What follows belongs to an exercise in optimizing a design on an open flow for small area; a production flow would make more cautious choices.
Where RTL was checked, it was by simulation tests only, not by an equivalence proof against the original.
No functional check of the RTL was part of runs 3 and 4.

===== flow/run.sh =====
#!/bin/bash
# Own flow: the standard layout, with a synthesis that skips Yosys's full/half
# adder extraction (extract_fa) and maps with ABC's default area-recovering
# script.  Registers, their names and cell types are those of the standard
# synthesis (same RTL passes, same flop mapping); only the combinational
# mapping differs.
set -euo pipefail
W=$PWD
sed "s#SYNTH_SCRIPT=[^ ]*#SYNTH_SCRIPT=$W/flow/synth.tcl#" standard.sh > own_synth.sh
bash own_synth.sh synth > synth_make.log 2>&1
bash standard.sh > layout_make.log 2>&1

===== flow/synth.tcl =====
# The standard synthesis script (synth_recipe.tcl) with two changes made by
# overriding commands: extract_fa does nothing, and abc maps with Yosys's
# default ABC script (no ORFS speed script, no delay target).
proc synth {args} { yosys synth -nofsm -noshare {*}$args }
proc extract_fa {args} { puts "own flow: extract_fa skipped" }
proc abc {args} {
  foreach k {-script -D} {
    set i [lsearch -exact $args $k]
    if {$i >= 0} { set args [lreplace $args $i [expr {$i + 1}]] }
  }
  puts "own flow: abc $args"
  yosys abc {*}$args
}
source $::env(SCRIPTS_DIR)/synth.tcl
# left out here: clear keep_hierarchy, flatten, clean up, hide names made inside functions, write 1_2_yosys.v

===== standard.sh =====
#!/bin/bash
# synth_recipe.tcl (not shown) runs the flow's synth.tcl, then flattens the netlist and writes it again
# the make line also repeats each setting of config.mk as NAME=value (left out here)
make -C /OpenROAD-flow-scripts/flow DESIGN_CONFIG=/design/flow/config.mk WORK_HOME=/design/flow/orfs CLKGATE_MAP_FILE= SYNTH_SCRIPT=/design/flow/synth_recipe.tcl "${@:-finish}"

===== config.mk =====
export PLATFORM = sky130hd
export DESIGN_NAME = Snake
export DESIGN_NICKNAME = Snake
export VERILOG_FILES = /design/flow/design.v
export SDC_FILE = /design/flow/constraint.sdc
export NUM_CORES = 8
export LEC_CHECK = 0
export CAP_MARGIN = 20
export CORE_MARGIN = 2
export CORE_UTILIZATION = 40
export CTS_BUF_LIST = sky130_fd_sc_hd__clkbuf_4 sky130_fd_sc_hd__clkbuf_8
export CTS_CLUSTER_DIAMETER = 60
export CTS_CLUSTER_SIZE = 30
export GPL_ROUTABILITY_DRIVEN = 0
export GPL_TIMING_DRIVEN = 0
export PLACE_DENSITY = 0.72
export SETUP_SLACK_MARGIN = 0.15
export SLEW_MARGIN = 20

===== constraint.sdc =====
create_clock -name core_clock -period 10.0 [get_ports {CLK_100MHz}]
set_input_delay 2.0000 -clock core_clock [delete_from_list [all_inputs] [get_ports {CLK_100MHz}]]
set_output_delay 2.0000 -clock core_clock [all_outputs]
set_load 0.01 [all_outputs]

===== design.v =====
module Snake (CLK_100MHz,Tick,Reset,Go,dir,gameOver,randX,randY,VBlank,HBlank,
              CurrentX,CurrentY,RED,GREEN,BLUE);
    input CLK_100MHz, Tick, Reset, VBlank, HBlank, Go;
    input [10:0] randX, randY, CurrentX, CurrentY;
    input [1:0] dir;
    output reg gameOver;
    output [3:0] RED, GREEN, BLUE;
    reg        r_q, g_q, b_q;
    assign RED   = {4{r_q}};
    assign GREEN = {4{g_q}};
    assign BLUE  = {4{b_q}};
    reg  [8:0]   hx, hy;            
    reg  [8:0]   ancx [1:2];        
    reg  [8:0]   ancy [1:2];
    reg  [127:1] sa, sb;            
    reg  [6:0]   nvalid;            
    reg  [4:0]   sz;                
    reg  [10:0]  appleX, appleY;
    reg          pause, zflag;
    reg  [1:0]   ldir;
    wire [10:0] cx = CurrentX, cy = CurrentY;
    wire border = (cx <= 20) || (cx >= 780) || (cy <= 20) || (cy >= 580);
    wire [11:0] adx = {1'b0, cx} + {1'b1, ~appleX};
    wire [11:0] ady = {1'b0, cy} + {1'b1, ~appleY};
    wire apple  = (adx < 12'd19) && (ady < 12'd19);
    wire box00  = (cx != 0) && (cx < 20) && (cy != 0) && (cy < 20);
    wire [8:0] cqx = cx[10:2], cqy = cy[10:2];
    wire lox = (cx[1:0] == 2'b00), loy = (cy[1:0] == 2'b00);
    wire [4:0] rokx, roky;
    genvar r;
    generate
        for (r = 0; r < 5; r = r + 1) begin : rk
            assign rokx[r] = (r >= 1 || !lox) && (cqx >= r);
            assign roky[r] = (r >= 1 || !loy) && (cqy >= r);
        end
    endgenerate
    wire [8:0] zsx, zcx_, zsy, zcy_;
    Snake_csa5 mx(.c(cqx), .s(zsx), .k(zcx_));
    Snake_csa5 my(.c(cqy), .s(zsy), .k(zcy_));
    wire [2:0] okx, oky, hitx, hity;
    wire [6:0] ex [0:2];
    wire [6:0] ey [0:2];
    genvar m, i, q;
    localparam LW = 3;           
    localparam LL = 1 << LW;
    localparam NL = 16 / LL;
    generate
        for (m = 0; m < 3; m = m + 1) begin : big
            wire [8:0] axm, aym;
            if (m == 0) begin : h
                assign axm = hx;
                assign aym = hy;
            end else begin : a
                assign axm = ancx[m];
                assign aym = ancy[m];
            end
            Snake_axis ax_(.zs(zsx), .zk(zcx_), .za(axm), .rok(rokx), .ok(okx[m]), .e(ex[m]), .h(hitx[m]));
            Snake_axis ay_(.zs(zsy), .zk(zcy_), .za(aym), .rok(roky), .ok(oky[m]), .e(ey[m]), .h(hity[m]));
        end
    endgenerate
    wire [6:0] size = {sz, 2'b11};
    wire [6:0] lim = (size < nvalid) ? size : nvalid;
    wire [4:0] ea [0:7];            
    wire [4:0] eb [0:7];
    wire [5:0] offa [0:7];          
    wire [5:0] offb [0:7];
    wire [7:0] sub_any;             
    wire head;
    generate
        for (m = 0; m < 8; m = m + 1) begin : sub
            localparam BIG = m / 3;
            if (m % 3 == 0) begin : o0
                assign offa[m] = 6'd0;
                assign offb[m] = 6'd0;
            end else begin : o1
                assign offa[m] = offa[m-1] + {ea[m-1][4], ea[m-1]};
                assign offb[m] = offb[m-1] + {eb[m-1][4], eb[m-1]};
            end
            wire [8:0] sA = {2'b00, ex[BIG]} + {2'b00, ey[BIG]} + {offa[m][5], offa[m][5], offa[m], 1'b0} - 9'd78;
            wire [8:0] sB = {2'b00, ey[BIG]} - {2'b00, ex[BIG]} + 9'd15 - {offb[m][5], offb[m][5], offb[m], 1'b0};
            wire rin = (sA[8:5] == 4'd0) && (sB[8:5] == 4'd0);
            wire ok = okx[BIG] && oky[BIG] && rin;
            wire pi = sA[0];
            wire [3:0] ta = sA[4:1];
            wire [3:0] tb = sB[4:1];
            wire [15:0] mt;             
            wire [4:0] la [0:NL];       
            wire [4:0] lb [0:NL];       
            assign la[0] = 5'd0;
            assign lb[0] = 5'd0;
            for (q = 0; q < NL; q = q + 1) begin : lf
                localparam S = LL*q;
                wire [LW-1:0] ga [0:LL-1];
                wire [LW-1:0] gb [0:LL-1];
                assign ga[0] = LL/2;
                assign gb[0] = LL/2 - 1;
                for (i = 1; i < LL; i = i + 1) begin : e
                    assign ga[i] = ga[i-1] - {{(LW-1){1'b0}}, sa[16*m+S+i]} + ((i % 2 == 0) ? 1 : 0);
                    assign gb[i] = gb[i-1] + {{(LW-1){1'b0}}, sb[16*m+S+i]} - ((i % 2 == 0) ? 1 : 0);
                end
                wire [4:0] tA = {1'b0, ta} + la[q] + (LL/2 - 8);
                wire [4:0] tB = {1'b0, tb} - lb[q] + (LL/2 - 8);
                wire lok = (tA < LL) && (tB < LL);
                for (i = 0; i < LL; i = i + 1) begin : c
                    if (m == 0 && S + i == 0) begin : hd
                        assign mt[0] = 1'b0;
                    end else begin : b
                        assign mt[S+i] = lok && (ga[i] == tA[LW-1:0]) && (gb[i] == tB[LW-1:0]) &&
                                         (16*m + S + i <= lim);
                    end
                end
                if (16*m + S + LL <= 127) begin : nx
                    assign la[q+1] = la[q] + (LL/2 - 1) - ga[LL-1] + sa[16*m+S+LL];
                    assign lb[q+1] = lb[q] + gb[LL-1] - (LL/2 - 1) - 1 + sb[16*m+S+LL];
                end else begin : nn
                    assign la[q+1] = 5'd0;
                    assign lb[q+1] = 5'd0;
                end
            end
            assign ea[m] = la[NL];
            assign eb[m] = lb[NL];
            wire even_any = |{mt[14], mt[12], mt[10], mt[8], mt[6], mt[4], mt[2], mt[0]};
            wire odd_any  = |{mt[15], mt[13], mt[11], mt[9], mt[7], mt[5], mt[3], mt[1]};
            assign sub_any[m] = ok && (pi ? odd_any : even_any);
            if (m == 0) begin : hd
                assign head = hitx[0] && hity[0];
            end
        end
    endgenerate
    wire snake = (|sub_any) | ((size > nvalid) && box00);
    wire restart = Reset || gameOver;
    wire eat = apple && head;
    wire zload = Reset || (Tick && zflag);
    wire [8:0] nhx = hx + ((ldir == 2'd1) ? 9'd1 : (ldir == 2'd3) ? 9'd511 : 9'd0);
    wire [8:0] nhy = hy + ((ldir == 2'd2) ? 9'd1 : (ldir == 2'd0) ? 9'd511 : 9'd0);
    wire na = (ldir == 2'd1) || (ldir == 2'd2);
    wire nb = (ldir == 2'd1) || (ldir == 2'd0);
    always @(posedge CLK_100MHz) begin
        ldir <= dir;
        if (restart) begin
            pause <= 1'b1;
            zflag <= 1'b1;
        end else begin
            if (Go) pause <= 1'b0;
            if (!pause) zflag <= 1'b0;
        end
        if (eat) begin
            appleX <= randX;
            appleY <= randY;
            if (sz != 5'd31) sz <= sz + 5'd1;
        end else if (restart) begin
            appleX <= 11'd400;
            appleY <= 11'd300;
            sz <= 5'd0;
        end
        gameOver <= !Reset && head && (border || snake);
        if (zload) begin
            hx <= 9'd5;       
            hy <= 9'd25;      
            nvalid <= 7'd0;
        end else if (Tick) begin
            hx <= nhx;
            hy <= nhy;
            if (nvalid != 7'd127) nvalid <= nvalid + 7'd1;
        end
        if (Tick) begin
            sa <= {sa[126:1], na};
            sb <= {sb[126:1], nb};
        end
        if (VBlank || HBlank) begin
            r_q <= 1'b0; g_q <= 1'b0; b_q <= 1'b0;
        end else begin
            r_q <= apple && !snake;
            g_q <= (head || snake) && !border;
            b_q <= border;
        end
    end
    generate
        for (m = 1; m < 3; m = m + 1) begin : anc
            wire a_ = sa[48*m], b_ = sb[48*m];
            wire xs = (a_ == b_);
            wire [8:0] ux = ancx[m] + (xs ? (a_ ? 9'd1 : 9'd511) : 9'd0);
            wire [8:0] uy = ancy[m] + (!xs ? (a_ ? 9'd1 : 9'd511) : 9'd0);
            wire v = (nvalid >= 48*m);
            always @(posedge CLK_100MHz)
                if (Tick) begin
                    ancx[m] <= v ? ux : 9'd5;
                    ancy[m] <= v ? uy : 9'd25;
                end
        end
    endgenerate
endmodule
module Snake_csa5(c, s, k);
    input  [8:0] c;
    output [8:0] s, k;
    wire [8:0] p0 = c, p1 = {c[6:0], 2'b0}, p2 = {c[5:0], 3'b0},
               p3 = {c[2:0], 6'b0}, p4 = {c[1:0], 7'b0};
    wire [8:0] s1 = p0 ^ p1 ^ p2;
    wire [8:0] k1 = {((p0 & p1) | (p0 & p2) | (p1 & p2)), 1'b0};
    wire [8:0] s2 = s1 ^ p3 ^ p4;
    wire [8:0] k2 = {((s1 & p3) | (s1 & p4) | (p3 & p4)), 1'b0};
    assign s = s2 ^ k1 ^ k2;
    assign k = {((s2 & k1) | (s2 & k2) | (k1 & k2)), 1'b0};
endmodule
module Snake_axis(zs, zk, za, rok, ok, e, h);
    input  [8:0] zs, zk, za;
    input  [4:0] rok;
    output ok;
    output [6:0] e;
    output h;                       
    wire [8:0] d = zs + zk - za;
    wire ge56 = (d >= 9'd56), ge158 = (d >= 9'd158), ge261 = (d >= 9'd261),
         ge363 = (d >= 9'd363), ge465 = (d >= 9'd465);
    wire s3 = rok[3] &&  ge56  && !ge158;
    wire s1 = rok[1] &&  ge158 && !ge261;
    wire s4 = rok[4] &&  ge261 && !ge363;
    wire s2 = rok[2] &&  ge363 && !ge465;
    wire s0 = rok[0] && (ge465 || !ge56);
    assign ok = s0 | s1 | s2 | s3 | s4;
    wire [6:0] k = ({7{s0}} & 7'd47) | ({7{s1}} & 7'd98) | ({7{s2}} & 7'd21) |
                   ({7{s3}} & 7'd72) | ({7{s4}} & 7'd123);
    assign e = d[6:0] + k;
    assign h = (rok[0] && d == 9'd0) || (rok[1] && d == 9'd205) || (rok[2] && d == 9'd410) ||
               (rok[3] && d == 9'd103) || (rok[4] && d == 9'd308);
endmodule

==> flow_metrics.tcl, run 1 <==
set metrics [dict create \
    nNetsFinal 5048 \
    routedWlPerCell_um 19.16 \
    die_y_um 322.3 \
    drtIter0Drc 3854 \
    crit_fanout 6 \
    cts.sinks 350 \
    start_kind "input port" \
    root_buffer "clkbuf_8" \
    hold_depth 2 \
    htree_levels 2 \
    whs_ns 0.4622 \
    wl_um 122500 \
    drc 0 \
    synth.most_common_cell "xnor2_1" \
    final_area_um2 48210 \
    yosysWarnings 5 \
    grt_pass1_vias 34080 \
    post-route-util_pct 48.07 \
    placedInstanceArea_um2 42940 \
    synth_common_cells "xnor2_1, nand2_1, xor2_1" \
    ant_nets 0 \
    die_w_um 322.3 \
    crit_top_cell "xnor3_2" \
    core_um2 100300 \
    ys_seq_elements 350 \
    synthesis.nets 4770 \
    slowest_stage "or4_4" \
    finalNonFillerCells 6393 \
    cap_violations 0 \
    portBuffers 58 \
    crit_type "input port to flop" \
    clk_pin_slew_ns 0.09 \
    synthArstFlopShare_pct 0 \
    first_pass_iters 6 \
    cts_tree "yes" \
    post-place-ws_ns -2.460 \
    rows 116 \
    finalHoldViolations 0 \
    clk_path_buf_depth 3 \
    relSlewSlack_pct 18.28 \
    ys.flop_type "edfxtp_1" \
    clock_skew_ns 0.06456 \
    layout_setup_ws_ns 0.2093 \
    timing.final.crit_share_pct 97.91 \
    syn_inst 4718 \
    grt_max_degree 98 \
    r2r_start "hx[0]" \
    fmax_mhz 102.1 \
    rsz0062_at_grt "true" \
    end_kind "flop" \
    cts_hold_buf 0 \
    syn2layout_area_growth_pct 18.94 \
    via_per_inst 5.740 \
    min_from "pause" \
    synth_top_area_share_pct 23.48 \
    slowest_delay_ns 0.58 \
    vias 36700 \
    die_area_um2 103900 \
    crit_required_ns 10.65 \
    cp.arrival_ns 10.44 \
    ys_seq_area_share_pct 25.11 \
    synthDistinctLibCells 102 \
    fillers 9078 \
    min_delay_worst_endpoint "zflag" \
    initial_core_util_pct 40.42 \
    period_needed_ns 9.791 \
    syn_area_per_cell_um2 8.592 \
    status "complete, no violations" \
    setup_viol 0 \
    grt_pass1_wl_um 186600 \
    synth-edff-count 317 \
    tightestPinTransition_ns 1.216 \
    cts-buffers-inserted 46 \
    drive_above_1_share_pct 14.82 \
    synth_area_leader_cell "edfxtp_1" \
    antenna_found_initial 8 \
    reg2reg_slack_ns 1.19 \
    gr-usage-all-layers_pct 22.37 \
    synth_area_um2 40540 \
    hold_class "flop to flop" \
    r2r_end "gameOver" \
    insertion_delay_ns 0.75 \
    r2r_cells 28 \
    slew_viol_final 0 \
    grt_overflow 0 \
    dpl.hpwl_um 89830 \
    io_pins 65 \
    netlist_top_cells_area "edfxtp_1, xnor2_1, xor2_1, nand2_1, nor2_1" \
    dp.cells 6136 \
]
[worst max-delay path by stage]
stage / end / slack (ns) / from
6_report: gameOver / 0.21 / CurrentX[5]
5_1_grt: gameOver / -0.06 / CurrentX[5]
4_1_cts: gameOver / 0.16 / CurrentX[6]
3_5_place_dp: gameOver / -2.46 / CurrentY[2]
3_3_place_gp: hy[7] / -6.41 / Tick
2_1_floorplan: r_q / 0.16 / CurrentX[3]
[routing by layer]
layer | global-route usage, % | share of wire [%] | vias up
met5 | 0 | 0.089 | -
li1 | - | - | 17310
met2 | 35.75 | 45 | 1680
met1 | 29.74 | 41 | 17340
met3 | 4.006 | 9.3 | 365
met4 | 9.367 | 4.8 | 8
[sequential cells by signal, indices dropped and copies added (netlist names)]
signal and count:
sa 127, sb 127, ancx 18, ancy 18, appleX 11, appleY 11
hx 9, hy 9, nvalid 7, sz 5, ldir 2, b_q 1
g_q 1, gameOver 1, pause 1, r_q 1, zflag 1
[timing repair]
item | in CTS | in global routing
pin swaps | 100 | 97
setup buffers | 108 | 60
resized for setup | 310 | 176
gates cloned | 1 | 0
setup endpoints to repair | 3 | 3
[cells in the final DEF, fill, tap and decap left out, types with 23 or more instances in the layout]
| cell type | synthesis | routed |
|---|---|---|
| o211ai_1 | 43 | 43 |
| xnor2_1 | 757 | 662 |
| a21o_1 | 26 | 24 |
| inv_1 | 142 | 141 |
| a31oi_1 | 54 | 49 |
| dfxtp_1 | 33 | 33 |
| edfxtp_1 | 317 | 317 |
| clkbuf_1 | 61 | 51 |
| xor2_2 | 8 | 36 |
| buf_4 | 18 | 172 |
| o21a_1 | 34 | 32 |
| and2_1 | 80 | 77 |
| clkdlybuf4s50_1 | 0 | 47 |
| o2111ai_1 | 34 | 33 |
| clkbuf_8 | 0 | 47 |
| maj3_1 | 127 | 117 |
| xor2_1 | 485 | 430 |
| or3_1 | 42 | 39 |
| xnor2_2 | 30 | 80 |
| nand2b_1 | 97 | 92 |
| xor2_4 | 0 | 28 |
| a2111oi_0 | 32 | 25 |
| nor3_1 | 100 | 96 |
| a211oi_1 | 25 | 25 |
| nor2_1 | 369 | 356 |
| nand2_1 | 514 | 509 |
| xnor3_1 | 60 | 29 |
| nand3_1 | 94 | 92 |
| o22ai_1 | 23 | 23 |
| xnor2_4 | 5 | 50 |
| nor2b_1 | 83 | 76 |
| xnor3_2 | 5 | 36 |
| o21ai_0 | 254 | 247 |
| nor4_1 | 41 | 38 |
| or2_2 | 36 | 36 |
| maj3_2 | 24 | 32 |
| a21oi_1 | 265 | 256 |
| nand4_1 | 45 | 45 |
[kinds of logic after synthesis]
logic type,count (synthesis),share of synthesized area (%)
and+or+nand+nor,1576,18.51
xor gates and xnor gates,1370,33.50
adders and majority gates,152,3.837
buffers and inverters,248,2.525
DFF,350,25.11
muxes,16,0.4506
AOI/OAI and AO/OA,1006,16.06
[worst max-delay path, delay by kind of cell]
kind	cells	cell delay (ns)
buffers and inverters	6	1.09
AOI/OAI and AO/OA	5	1.41
xor gates and xnor gates	14	4.05
adders and majority gates	2	0.70
and+or+nand+nor	4	1.18
[area by class of cell]
cell class	count	area [um^2]	share of cell area, %
diodes	2	5.005	0.01038
clock buffers	49	661.9	1.373
clock inverters	37	401.6	0.8331
flip-flops and latches	350	10180	21.11
well taps	1357	1698	3.522
inverters	143	536.8	1.113
multi-input cells	4121	32050	66.47
repair buffers	229	2098	4.352
plain buffers	105	585.6	1.215
[through the flow]
stage                     setup TNS [ns]
after CTS                              0
after global routing            -0.07212
after floorplan                        0
final                                  0
after detailed placement          -7.333
after global placement          -1117.55
==> run 2: changes to the inputs <==
--- a/config.mk
+++ b/config.mk
@@ -14,5 +14,5 @@
 export GPL_ROUTABILITY_DRIVEN = 0
 export GPL_TIMING_DRIVEN = 0
 export PLACE_DENSITY = 0.72
-export SETUP_SLACK_MARGIN = 0.15
+export SETUP_SLACK_MARGIN = 0.1
 export SLEW_MARGIN = 20
==> flow_metrics.tcl, run 2 <==
set metrics [dict create \
    status "complete, no violations" \
    insertion_delay_ns 0.68 \
    yosys.area_share.simple_pct 18.51 \
    clk_path_buf_depth 3 \
    cts_tree "yes" \
    timing.final.crit_share_pct 98.28 \
    io_pins 65 \
    ys_seq_area_share_pct 25.11 \
    synth_top_area_share_pct 23.48 \
    synth_compound_area_share_pct 16.06 \
    dpl.hpwl_um 90550 \
    wl_um 123200 \
    cp.arrival_ns 10.35 \
    whs_ns 0.4650 \
    start_kind "input port" \
    yosysWarnings 5 \
    relSlewSlack_pct 11.75 \
    drtIter0Drc 3675 \
    synth-edff-count 317 \
    htree_levels 2 \
    drc 0 \
    fmax_mhz 101.7 \
    syn_inst 4718 \
    hold_class "flop to flop" \
    final_cell_mix "xnor2_1, nand2_1, xor2_1" \
    ys.flop_type "edfxtp_1" \
    die_y_um 322.3 \
    synth_area_leader_cell "edfxtp_1" \
    period_needed_ns 9.828 \
    crit_required_ns 10.52 \
    tightestPinTransition_ns 1.319 \
    synth_area_um2 40540 \
    crit_top_cell "xnor3_2" \
    slowest_stage "xor3_2" \
    clk_pin_slew_ns 0.09 \
    final_area_um2 48580 \
    slowest_delay_ns 0.55 \
    synth_top_family_by_area "XOR/XNOR gates" \
    routedWlPerCell_um 19.24 \
    synthesis.nets 4770 \
    die_area_um2 103900 \
    gr-usage-all-layers_pct 22.28 \
    root_buffer "clkbuf_8" \
    ant_nets 0 \
    core_um2 100300 \
    clock_skew_ns 0.04669 \
    crit_fanout 9 \
    synthArstFlopShare_pct 0 \
    setup_viol 0 \
    finalHoldViolations 0 \
    syn2layout_area_growth_pct 19.84 \
    nNetsFinal 5066 \
    ys_seq_elements 350 \
    slew_viol_final 0 \
    synth_fa_ha_area_share_pct 3.837 \
    grt_max_degree 91 \
    rows 116 \
    reg_top3 "sa: 127 flops, sb: 127 flops" \
    final_common_cell "xnor2_1" \
    cts-buffers-inserted 43 \
    end_kind "flop" \
    portBuffers 58 \
    drive_above_1_share_pct 16.27 \
    cts_hold_buf 0 \
    grt_overflow 0 \
    dp.cells 6136 \
    finalNonFillerCells 6406 \
    antenna_found_initial 3 \
    syn_area_per_cell_um2 8.592 \
    placedInstanceArea_um2 42940 \
    crit_type "input port to flop" \
    synth-xor-area-share_pct 33.50 \
    synthDistinctLibCells 102 \
    vias 36960 \
    initial_core_util_pct 40.42 \
    synth_common_cells "xnor2_1, nand2_1, xor2_1" \
    grt_pass1_vias 34010 \
    die_w_um 322.3 \
    muxShareOfSynthArea_pct 0.4507 \
    cts.sinks 350 \
    cap_violations 0 \
    first_pass_iters 8 \
    synth.most_common_cell "xnor2_1" \
    netlist_top_cells_area "edfxtp_1, xnor2_1, xor2_1, nand2_1, nor2_1" \
    post-route-util_pct 48.44 \
    reg2reg_slack_ns 1.23 \
    grt_pass1_wl_um 185400 \
    via_per_inst 5.770 \
]
==> run 2: cell counts after synthesis <==
Identical to the previous run, type by type.
==> run 2: repair_timing <==
item                                    in CTS  in global routing
endpoints found under the setup margin       3                  3
hold endpoints to repair                     0                  0
resized for setup                          340                212
pin swaps                                  103                122
gates cloned                                 2                  1
buffers inserted                           102                 85
==> run 2: area by class of cell <==
type	instances	area, um^2
repair buffers	249	2162
clock buffers	46	626.9
diodes	3	7.507
flip-flops and latches	350	10180
well taps	1357	1698
inverters	143	540.5
fillers	9065	51710
clock inverters	31	435.4
plain buffers	105	605.6
multi-input cells	4122	32320
==> run 2: metal layers <==
metal	vias to the layer above	routed length, um	GRT usage (%)
met1	17570	50070	29.27
met4	2	6046	9.595
li1	17350	-	-
met5	-	23	0
met2	1702	55800	35.86
met3	339	11310	4.025
==> run 2: metrics by stage <==
stage               TNS [ns]  setup slack [ns]
global route        -0.06245          -0.03942
global placement    -1070.47            -6.325
CTS                        0            0.1030
detailed placement    -6.613            -2.233
finish                     0            0.1719
floorplan                  0            0.1251
==> run 2: logic make-up after synthesis <==
kind of cell,after synthesis
flops,350
compound gates,1006
simple gates,1576
fa+ha+maj,152
buf+inv,248
mux,16
xor+xnor,1370
==> run 2: worst paths after layout <==
kind                    start       end  depth (start not counted)
setup / recovery  CurrentX[2]  gameOver                         33
hold reg to reg         pause     zflag                          2
hold / removal          pause     zflag                          2
setup reg to reg        hx[0]  gameOver                         27
==> run 2: critical path, delay by kind of cell <==
kind / cells / cell delay, ns
compound gates: 12 / 2.68
buf+inv: 5 / 0.89
fa+ha+maj: 1 / 0.31
xor+xnor: 10 / 3.12
simple gates: 5 / 1.30
==> run 3: changes to the inputs <==
--- a/design.v
+++ b/design.v
@@ -217,9 +217,10 @@
     wire s2 = rok[2] &&  ge363 && !ge465;
     wire s0 = rok[0] && (ge465 || !ge56);
     assign ok = s0 | s1 | s2 | s3 | s4;
-    wire [6:0] k = ({7{s0}} & 7'd47) | ({7{s1}} & 7'd98) | ({7{s2}} & 7'd21) |
-                   ({7{s3}} & 7'd72) | ({7{s4}} & 7'd123);
-    assign e = d[6:0] + k;
+    wire [6:0] e0 = d[6:0] + 7'd47, e1 = d[6:0] + 7'd98, e2 = d[6:0] + 7'd21,
+               e3 = d[6:0] + 7'd72, e4 = d[6:0] + 7'd123;
+    assign e = ({7{s0}} & e0) | ({7{s1}} & e1) | ({7{s2}} & e2) |
+               ({7{s3}} & e3) | ({7{s4}} & e4);
     assign h = (rok[0] && d == 9'd0) || (rok[1] && d == 9'd205) || (rok[2] && d == 9'd410) ||
                (rok[3] && d == 9'd103) || (rok[4] && d == 9'd308);
 endmodule
--- a/config.mk
+++ b/config.mk
@@ -11,8 +11,7 @@
 export CTS_BUF_LIST = sky130_fd_sc_hd__clkbuf_4 sky130_fd_sc_hd__clkbuf_8
 export CTS_CLUSTER_DIAMETER = 60
 export CTS_CLUSTER_SIZE = 30
-export GPL_ROUTABILITY_DRIVEN = 0
 export GPL_TIMING_DRIVEN = 0
 export PLACE_DENSITY = 0.72
-export SETUP_SLACK_MARGIN = 0.1
+export SETUP_SLACK_MARGIN = 0.15
 export SLEW_MARGIN = 20
==> flow_metrics.tcl, run 3 <==
set metrics [dict create \
    status "complete, no violations" \
    hold_class "flop to flop" \
    tightestPinTransition_ns 1.216 \
    slew_viol_final 0 \
    slowest_stage "a211oi_4" \
    syn2layout_area_growth_pct 19.07 \
    period_needed_ns 9.814 \
    initial_core_util_pct 40.26 \
    post-place-ws_ns -3.114 \
    end_kind "flop" \
    relSlewSlack_pct 18.64 \
    fmax_mhz 101.9 \
    vias 38010 \
    dpl.hpwl_um 94330 \
    crit_type "input port to flop" \
    crit_top_cell "maj3_2" \
    syn_area_per_cell_um2 8.309 \
    layout_setup_ws_ns 0.1857 \
    grt_pass1_wl_um 193000 \
    clock_skew_ns 0.06294 \
    r2r_cells 32 \
    netlist_top_cells_area "edfxtp_1, xnor2_1, xor2_1, nand2_1, nor2_1" \
    root_buffer "clkbuf_8" \
    post-route-util_pct 47.94 \
    grt_pass1_vias 35470 \
    wl_um 127000 \
    ys_seq_area_share_pct 24.89 \
    grt_overflow 0 \
    finalHoldViolations 0 \
    synthDistinctLibCells 114 \
    r2r_end "g_q" \
    ys_seq_elements 350 \
    grt_max_degree 102 \
    synth_common_cells "xnor2_1, nand2_1, xor2_1" \
    clk_path_buf_depth 3 \
    timing.final.crit_share_pct 98.14 \
    cap_violations 0 \
    portBuffers 58 \
    cts-buffers-inserted 47 \
    synth-edff-count 317 \
    min_from "pause" \
    reg2reg_slack_ns 1.13 \
    final_common_cell "xnor2_1" \
    die_y_um 323.8 \
    core_um2 101600 \
    min_delay_worst_endpoint "zflag" \
    seq_area_um2 10180 \
    rows 117 \
    yosysWarnings 5 \
    htree_levels 2 \
    cts_hold_buf 0 \
    final_area_um2 48700 \
    clk_pin_slew_ns 0.10 \
    slowest_delay_ns 0.43 \
    final_cell_mix "xnor2_1, nand2_1, xor2_1" \
    via_per_inst 5.722 \
    nNetsFinal 5285 \
    drive_above_1_share_pct 14.53 \
    drtIter0Drc 3287 \
    io_pins 65 \
    gr-usage-all-layers_pct 23.07 \
    reg_top3 "sa: 127 flops, sb: 127 flops" \
    drc 0 \
    die_w_um 323.8 \
    whs_ns 0.4587 \
    cts.sinks 350 \
    finalNonFillerCells 6642 \
    globalplace.congestion 0.9820 \
    synth_area_um2 40900 \
    fillers 9480 \
    crit_required_ns 10.67 \
    ys.flop_type "edfxtp_1" \
    placedInstanceArea_um2 43390 \
    crit_family "adder cells" \
    cts_tree "yes" \
    setup_viol 0 \
    syn_inst 4923 \
    worstPathBufferInverterCount 9 \
    insertion_delay_ns 0.75 \
    ant_nets 0 \
    synth_top_area_share_pct 23.27 \
    synthesis.nets 4975 \
    multi_input_area_um2 32210 \
    dp.cells 6353 \
    r2r_start "ancy[1][0]" \
    rsz0062_at_grt "true" \
    die_area_um2 104800 \
    synth_area_leader_cell "edfxtp_1" \
    start_kind "input port" \
    synth.most_common_cell "xnor2_1" \
    routedWlPerCell_um 19.12 \
    synthArstFlopShare_pct 0 \
    crit_fanout 8 \
    hold_depth 2 \
    antenna_found_initial 5 \
    first_pass_iters 9 \
    cp.arrival_ns 10.49 \
]
-- run 3: cell types whose count changed after synthesis, moves of 23 or more --
cell     delta
nand2_1    +64
nor2_1     +30
o21ai_0    +41
o22ai_1    +23
xnor2_1    -37
xnor3_1    -34
xor2_1     +48
-- run 3: how the worst max path moves through the flow --
stage,to,slack [ns],from,depth (start not counted)
after CTS,gameOver,0.15,CurrentX[3],32
after global placement,hy[1],-6.54,Tick,5
after global routing,gameOver,0.008,CurrentY[6],39
after detailed placement,gameOver,-3.11,CurrentX[2],28
after floorplan,gameOver,0.16,CurrentX[3],29
final,gameOver,0.19,CurrentY[3],37
-- run 3: worst min-delay path, stage by stage (launching register included) --
cell and delay [ns]:
dfxtp_1 0.33, nand2_1 0.05, nand2_1 0.04
-- run 3: timing repair --
action | CTS | global route
pin swaps | 79 | 103
resized for setup | 260 | 213
hold endpoints to repair | 0 | 0
setup endpoints to repair | 3 | 3
buffers inserted | 94 | 105
-- run 3: logic make-up (layout without fill, tap and decap cells) --
kind of cell | after synthesis | after routing | synth area share, %
XOR/XNOR | 1344 | 1344 | 31.38
flip-flops | 350 | 350 | 24.89
buffers and inverters | 261 | 610 | 2.582
other | 0 | 2 | 0
AO/OA/AOI/OAI | 1124 | 1124 | 17.67
multiplexers | 25 | 25 | 0.6485
AND/OR/NAND/NOR | 1681 | 1681 | 19.35
adder cells (fa/ha/maj) | 138 | 138 | 3.475
-- run 3: per-stage QoR --
| stage | TNS, ns |
|---|---|
| after detailed placement | -9.322 |
| after floorplan | 0 |
| final | 0 |
| after global placement | -1173.11 |
| after CTS | 0 |
| after global routing | 0 |
-- run 3: area by class of cell --
cell class                      count  area share [%]
Multi-Input combinational cell   4312           66.15
Sequential cell                   350           20.90
Timing Repair Buffer              261           4.743
Tap cell                         1368           3.515
Clock buffer                       50           1.387
Buffer                            112           1.249
Inverter                          149           1.177
Clock inverter                     38          0.8709
Antenna cell                        2         0.01028
-- run 3: metal layers --
layer,up-vias,global-route usage (%),share of wire (%)
met1,18070,30.22,42
met3,325,3.484,7.5
met5,-,0,0.018
met2,1492,37.73,46
li1,18120,-,-
met4,4,9.990,4.8
==> run 4: changes to the inputs <==
--- a/design.v
+++ b/design.v
@@ -41,9 +41,6 @@
     wire [6:0] ex [0:2];
     wire [6:0] ey [0:2];
     genvar m, i, q;
-    localparam LW = 3;           
-    localparam LL = 1 << LW;
-    localparam NL = 16 / LL;
     generate
         for (m = 0; m < 3; m = m + 1) begin : big
             wire [8:0] axm, aym;
@@ -60,15 +57,55 @@
     endgenerate
     wire [6:0] size = {sz, 2'b11};
     wire [6:0] lim = (size < nvalid) ? size : nvalid;
+    wire [2:0] gA [0:127];          
+    wire [2:0] gB [0:127];
+    wire [4:0] ein_a [0:15];
+    wire [4:0] ein_b [0:15];
+    wire [4:0] eout_a [0:15];
+    wire [4:0] eout_b [0:15];
+    generate
+        for (m = 0; m < 16; m = m + 1) begin : lf
+            assign gA[8*m+4] = 3'd2;
+            assign gB[8*m+4] = 3'd2;
+            for (i = 5; i < 8; i = i + 1) begin : f
+                assign gA[8*m+i] = gA[8*m+i-1] - {2'd0, sa[8*m+i]} + ((i % 2 == 0) ? 3'd1 : 3'd0);
+                assign gB[8*m+i] = gB[8*m+i-1] + {2'd0, sb[8*m+i]} - ((i % 2 == 0) ? 3'd1 : 3'd0);
+            end
+            for (i = 3; i >= 0; i = i - 1) begin : b
+                assign gA[8*m+i] = gA[8*m+i+1] + {2'd0, sa[8*m+i+1]} - (((i+1) % 2 == 0) ? 3'd1 : 3'd0);
+                assign gB[8*m+i] = gB[8*m+i+1] - {2'd0, sb[8*m+i+1]} + (((i+1) % 2 == 0) ? 3'd1 : 3'd0);
+            end
+            assign ein_a[m] = {2'b00, gA[8*m]} - 5'd2;
+            assign ein_b[m] = 5'd2 - {2'b00, gB[8*m]};
+            assign eout_a[m] = 5'd2 - {2'b00, gA[8*m+7]};
+            assign eout_b[m] = {2'b00, gB[8*m+7]} - 5'd2;
+        end
+    endgenerate
+    wire [7:0] sub_any;             
+    wire [5:0] offa [0:7];          
+    wire [5:0] offb [0:7];
     wire [4:0] ea [0:7];            
     wire [4:0] eb [0:7];
-    wire [5:0] offa [0:7];          
-    wire [5:0] offb [0:7];
-    wire [7:0] sub_any;             
-    wire head;
     generate
         for (m = 0; m < 8; m = m + 1) begin : sub
             localparam BIG = m / 3;
+            wire [2:0] pa4 = sa[16*m+1] + sa[16*m+2] + sa[16*m+3] + sa[16*m+4];
+            wire [2:0] pb4 = sb[16*m+1] + sb[16*m+2] + sb[16*m+3] + sb[16*m+4];
+            wire [3:0] pa8 = sa[16*m+5] + sa[16*m+6] + sa[16*m+7] + sa[16*m+8]
+                             + sa[16*m+9] + sa[16*m+10] + sa[16*m+11] + sa[16*m+12];
+            wire [3:0] pb8 = sb[16*m+5] + sb[16*m+6] + sb[16*m+7] + sb[16*m+8]
+                             + sb[16*m+9] + sb[16*m+10] + sb[16*m+11] + sb[16*m+12];
+            wire [4:0] da = {1'b0, pa8} - 5'd4;         
+            wire [4:0] db = {1'b0, pb8} - 5'd4;
+            if (16*m + 16 <= 127) begin : nx
+                wire [2:0] pa4b = sa[16*m+13] + sa[16*m+14] + sa[16*m+15] + sa[16*m+16];
+                wire [2:0] pb4b = sb[16*m+13] + sb[16*m+14] + sb[16*m+15] + sb[16*m+16];
+                assign ea[m] = pa4 + pa8 + pa4b - 5'd8;
+                assign eb[m] = pb4 + pb8 + pb4b - 5'd8;
+            end else begin : nn
+                assign ea[m] = 5'd0;
+                assign eb[m] = 5'd0;
+            end
             if (m % 3 == 0) begin : o0
                 assign offa[m] = 6'd0;
                 assign offb[m] = 6'd0;
@@ -76,57 +113,35 @@
                 assign offa[m] = offa[m-1] + {ea[m-1][4], ea[m-1]};
                 assign offb[m] = offb[m-1] + {eb[m-1][4], eb[m-1]};
             end
-            wire [8:0] sA = {2'b00, ex[BIG]} + {2'b00, ey[BIG]} + {offa[m][5], offa[m][5], offa[m], 1'b0} - 9'd78;
-            wire [8:0] sB = {2'b00, ey[BIG]} - {2'b00, ex[BIG]} + 9'd15 - {offb[m][5], offb[m][5], offb[m], 1'b0};
+            wire [6:0] ra0 = {offa[m][5], offa[m]} + {4'd0, pa4} - 7'd2;
+            wire [6:0] rb0 = {offb[m][5], offb[m]} + {4'd0, pb4} - 7'd2;
+            wire [8:0] sA = {2'b00, ex[BIG]} + {2'b00, ey[BIG]} + {ra0[6], ra0[6], ra0, 1'b0} - 9'd82;
+            wire [8:0] sB = {2'b00, ey[BIG]} - {2'b00, ex[BIG]} + 9'd13 - {rb0[6], rb0[6], rb0, 1'b0};
             wire rin = (sA[8:5] == 4'd0) && (sB[8:5] == 4'd0);
             wire ok = okx[BIG] && oky[BIG] && rin;
             wire pi = sA[0];
             wire [3:0] ta = sA[4:1];
             wire [3:0] tb = sB[4:1];
-            wire [15:0] mt;             
-            wire [4:0] la [0:NL];       
-            wire [4:0] lb [0:NL];       
-            assign la[0] = 5'd0;
-            assign lb[0] = 5'd0;
-            for (q = 0; q < NL; q = q + 1) begin : lf
-                localparam S = LL*q;
-                wire [LW-1:0] ga [0:LL-1];
-                wire [LW-1:0] gb [0:LL-1];
-                assign ga[0] = LL/2;
-                assign gb[0] = LL/2 - 1;
-                for (i = 1; i < LL; i = i + 1) begin : e
-                    assign ga[i] = ga[i-1] - {{(LW-1){1'b0}}, sa[16*m+S+i]} + ((i % 2 == 0) ? 1 : 0);
-                    assign gb[i] = gb[i-1] + {{(LW-1){1'b0}}, sb[16*m+S+i]} - ((i % 2 == 0) ? 1 : 0);
-                end
-                wire [4:0] tA = {1'b0, ta} + la[q] + (LL/2 - 8);
-                wire [4:0] tB = {1'b0, tb} - lb[q] + (LL/2 - 8);
-                wire lok = (tA < LL) && (tB < LL);
-                for (i = 0; i < LL; i = i + 1) begin : c
-                    if (m == 0 && S + i == 0) begin : hd
+            wire [1:0] lany;
+            for (q = 0; q < 2; q = q + 1) begin : lv
+                localparam L = 2*m + q;
+                wire [4:0] tA = (q == 0) ? {1'b0, ta} - 5'd4 : {1'b0, ta} + da - 5'd4;
+                wire [4:0] tB = (q == 0) ? {1'b0, tb} - 5'd4 : {1'b0, tb} - db - 5'd4;
+                wire lok = (tA < 5'd8) && (tB < 5'd8);
+                wire [7:0] mt;
+                for (i = 0; i < 8; i = i + 1) begin : c
+                    if (L == 0 && i == 0) begin : hd
                         assign mt[0] = 1'b0;
-                    end else begin : b
-                        assign mt[S+i] = lok && (ga[i] == tA[LW-1:0]) && (gb[i] == tB[LW-1:0]) &&
-                                         (16*m + S + i <= lim);
+                    end else begin : e
+                        assign mt[i] = (gA[8*L+i] == tA[2:0]) && (gB[8*L+i] == tB[2:0]) && (8*L + i <= lim);
                     end
                 end
-                if (16*m + S + LL <= 127) begin : nx
-                    assign la[q+1] = la[q] + (LL/2 - 1) - ga[LL-1] + sa[16*m+S+LL];
-                    assign lb[q+1] = lb[q] + gb[LL-1] - (LL/2 - 1) - 1 + sb[16*m+S+LL];
-                end else begin : nn
-                    assign la[q+1] = 5'd0;
-                    assign lb[q+1] = 5'd0;
-                end
-            end
-            assign ea[m] = la[NL];
-            assign eb[m] = lb[NL];
-            wire even_any = |{mt[14], mt[12], mt[10], mt[8], mt[6], mt[4], mt[2], mt[0]};
-            wire odd_any  = |{mt[15], mt[13], mt[11], mt[9], mt[7], mt[5], mt[3], mt[1]};
-            assign sub_any[m] = ok && (pi ? odd_any : even_any);
-            if (m == 0) begin : hd
-                assign head = hitx[0] && hity[0];
-            end
-        end
-    endgenerate
+                assign lany[q] = lok && (pi ? |{mt[7], mt[5], mt[3], mt[1]} : |{mt[6], mt[4], mt[2], mt[0]});
+            end
+            assign sub_any[m] = ok && (|lany);
+        end
+    endgenerate
+    wire head = hitx[0] && hity[0];     
     wire snake = (|sub_any) | ((size > nvalid) && box00);
     wire restart = Reset || gameOver;
     wire eat = apple && head;
@@ -217,10 +232,9 @@
     wire s2 = rok[2] &&  ge363 && !ge465;
     wire s0 = rok[0] && (ge465 || !ge56);
     assign ok = s0 | s1 | s2 | s3 | s4;
-    wire [6:0] e0 = d[6:0] + 7'd47, e1 = d[6:0] + 7'd98, e2 = d[6:0] + 7'd21,
-               e3 = d[6:0] + 7'd72, e4 = d[6:0] + 7'd123;
-    assign e = ({7{s0}} & e0) | ({7{s1}} & e1) | ({7{s2}} & e2) |
-               ({7{s3}} & e3) | ({7{s4}} & e4);
+    wire [6:0] k = ({7{s0}} & 7'd47) | ({7{s1}} & 7'd98) | ({7{s2}} & 7'd21) |
+                   ({7{s3}} & 7'd72) | ({7{s4}} & 7'd123);
+    assign e = d[6:0] + k;
     assign h = (rok[0] && d == 9'd0) || (rok[1] && d == 9'd205) || (rok[2] && d == 9'd410) ||
                (rok[3] && d == 9'd103) || (rok[4] && d == 9'd308);
 endmodule
--- a/config.mk
+++ b/config.mk
@@ -11,6 +11,7 @@
 export CTS_BUF_LIST = sky130_fd_sc_hd__clkbuf_4 sky130_fd_sc_hd__clkbuf_8
 export CTS_CLUSTER_DIAMETER = 60
 export CTS_CLUSTER_SIZE = 30
+export GPL_ROUTABILITY_DRIVEN = 0
 export GPL_TIMING_DRIVEN = 0
 export PLACE_DENSITY = 0.72
 export SETUP_SLACK_MARGIN = 0.15
==> flow_metrics.tcl, run 4 <==
set metrics [dict create \
    grt_busiest_layer "met2" \
    start_kind "input port" \
    cp.arrival_ns 10.78 \
    r2r_end "r_q" \
    so_faults "negative setup slack" \
    routedWlPerCell_um 18.66 \
    synth-xor-area-share_pct 33.70 \
    reg_top3 "sa: 127 flops, sb: 127 flops" \
    synth-edff-count 317 \
    drc 0 \
    hold_depth 0 \
    seq_area_um2 10180 \
    synth_compound_area_share_pct 13.59 \
    drive_above_1_share_pct 14.14 \
    synth.most_common_cell "xnor2_1" \
    cts.sinks 350 \
    clk_path_buf_depth 3 \
    insertion_delay_ns 0.77 \
    antenna_found_initial 1 \
    grt_pass1_vias 35110 \
    grt_max_degree 82 \
    wl_um 121200 \
    rsz0062_at_grt "true" \
    final_cell_mix "xnor2_1, xor2_1, nand2_1" \
    slew_viol_final 0 \
    multi_input_area_um2 32000 \
    end_kind "flop" \
    syn_inst 4803 \
    hold_class "flop to flop" \
    yosys.area_share.simple_pct 19.17 \
    ant_nets 0 \
    muxShareOfSynthArea_pct 0.2483 \
    crit_type "input port to flop" \
    vias 36650 \
    dp.cells 6233 \
    synth_fa_ha_area_share_pct 5.744 \
    crit_top_cell "maj3_2" \
    fillers 9293 \
    crit_required_ns 10.62 \
    synth_area_leader_cell "edfxtp_1" \
    post-route-util_pct 47.61 \
    cts_tree "yes" \
    grt_pass1_wl_um 188900 \
    dpl.hpwl_um 89970 \
    initial_core_util_pct 40.24 \
    cts_hold_buf 0 \
    crit_fanout 5 \
    syn_area_per_cell_um2 8.499 \
    synth_top_family_by_area "XOR/XNOR gates" \
    core_um2 101400 \
    drtIter0Drc 3346 \
    period_needed_ns 10.16 \
    relSlewSlack_pct 23.35 \
    die_w_um 323.5 \
    layout_setup_ws_ns -0.1562 \
    setup_viol 3 \
    syn2layout_area_growth_pct 18.31 \
    die_y_um 323.5 \
    cap_violations 0 \
    fmax_mhz 98.46 \
    synth_top_area_share_pct 23.32 \
    ys_seq_elements 350 \
    synthArstFlopShare_pct 0 \
    r2r_cells 33 \
    clock_skew_ns 0.07506 \
    final_common_cell "xnor2_1" \
    root_buffer "clkbuf_8" \
    nNetsFinal 5142 \
    use_met1_pct 28.68 \
    synth_area_um2 40820 \
    portBuffers 57 \
    first_pass_iters 6 \
    reg2reg_slack_ns 0.76 \
    rows 117 \
    timing.final.crit_share_pct 101.6 \
    synth_common_cells "xnor2_1, xor2_1, nand2_1" \
    cts-buffers-inserted 46 \
    io_pins 65 \
    netlist_top_cells_area "edfxtp_1, xnor2_1, xor2_1, maj3_1, nand2_1" \
    die_area_um2 104600 \
    grtUsageMet2_pct 36.94 \
    yosysWarnings 5 \
    grt_overflow 0 \
    min_delay_worst_endpoint "sb[86]" \
    tightestPinTransition_ns 1.150 \
    min_from "sb[85]" \
    slowest_stage "xnor3_2" \
    gr-usage-all-layers_pct 22.48 \
    htree_levels 2 \
    ys_seq_area_share_pct 24.94 \
    ys.flop_type "edfxtp_1" \
    via_per_inst 5.642 \
    totalNegativeSetupSlack_ns -0.4264 \
    synthDistinctLibCells 92 \
    whs_ns 0.4475 \
    synthesis.nets 4855 \
    grt_use_met3_pct 3.876 \
    finalHoldViolations 0 \
    status "complete, but fails checks" \
    slowest_delay_ns 0.57 \
    clk_pin_slew_ns 0.09 \
    finalNonFillerCells 6496 \
    r2r_start "hy[0]" \
]
## run 4: area by class of cell
type                       instances  area share (%)
antenna                            1        0.005181
timing repair buffer             239           4.510
tap                             1368           3.544
sequential                       350           21.08
multi-input combinational       4186           66.26
buffer                           106           1.215
inverter                         161           1.256
clock buffer                      53           1.446
clock inverter                    32          0.6891
## run 4: worst max-delay path by stage
stage | startpoint | endpoint | slack, ns | depth (start not counted)
after floorplan | CurrentY[3] | r_q | -0.28 | 31
after detailed placement | CurrentY[2] | g_q | -3.19 | 34
after CTS | CurrentX[5] | g_q | 0.08 | 37
final | CurrentX[2] | g_q | -0.16 | 37
after global routing | CurrentX[6] | g_q | -0.39 | 35
after global placement | Tick | hy[5] | -4.26 | 6
## run 4: per-layer routing
layer	share of wire [%]	wire [um]
met3	7.9	9616
met5	0	0
met2	46	55730
met4	5.2	6299
met1	41	49580
## run 4: kinds of logic after synthesis
family / Yosys count
AND/OR/NAND/NOR: 1650
XOR/XNOR: 1415
AO/OA/AOI/OAI: 879
flip-flops: 350
buffers and inverters: 267
adder cells (fa/ha/maj): 232
multiplexers: 10
## run 4: worst max-delay path, delay by kind of cell
kind | cells | cell delay [ns]
AO/OA/AOI/OAI | 10 | 1.79
buffers and inverters | 9 | 1.18
XOR/XNOR | 9 | 3.03
AND/OR/NAND/NOR | 3 | 0.64
adder cells (fa/ha/maj) | 6 | 2.11
## run 4: per-stage QoR
| step | worst slack [ns] | instance area, um^2 |
|---|---|---|
| 2_1_floorplan | -0.2790 | 41180 |
| 3_3_place_gp | -4.257 | 43460 |
| 3_5_place_dp | -3.187 | 43600 |
| 4_1_cts | 0.07630 | 47560 |
| 5_1_grt | -0.3930 | 48300 |
| 6_report | -0.1562 | 48300 |
## run 4: timing repair
| action | in CTS | in global routing |
|---|---|---|
| buffers inserted | 136 | 41 |
| pin swaps | 135 | 78 |
| resized for setup | 342 | 84 |
| endpoints found under the hold margin | 0 | 0 |
| endpoints found under the setup margin | 3 | 3 |

## separate check: timing with driven ports
In the flow no input, the clock included, has a driving cell. The finished layouts below were timed again as built, in two steps. Step 1 assumes that a clkbuf_16 drives the clock port and a buf_2 every other input. Step 2 moves the port delays by t, midway between the first and last clock arrival at a register: inputs arrive t later, outputs are due t later. That takes back most of the time a late clock gives input paths. a / b / c = no drivers / after step 1 / after step 2; a / b = the first two.
run	shift t [ns]	setup slack, ns	slew at the worst register clock pin (ns)
run 1	0.784	0.209 / 0.222 / -0.562	0.10 / 0.10
run 2	0.732	0.172 / 0.207 / -0.524	0.12 / 0.12
run 3	0.780	0.186 / 0.195 / -0.585	0.10 / 0.10
run 4	0.796	-0.156 / -0.146 / -0.942	0.10 / 0.10
With both steps, setup timing fails in run 1, run 2 and run 3, where it was met with ideal ports. The setup slack of run 4, which loses most, moves by +0.010 ns with the drivers and by -0.786 ns with both steps.
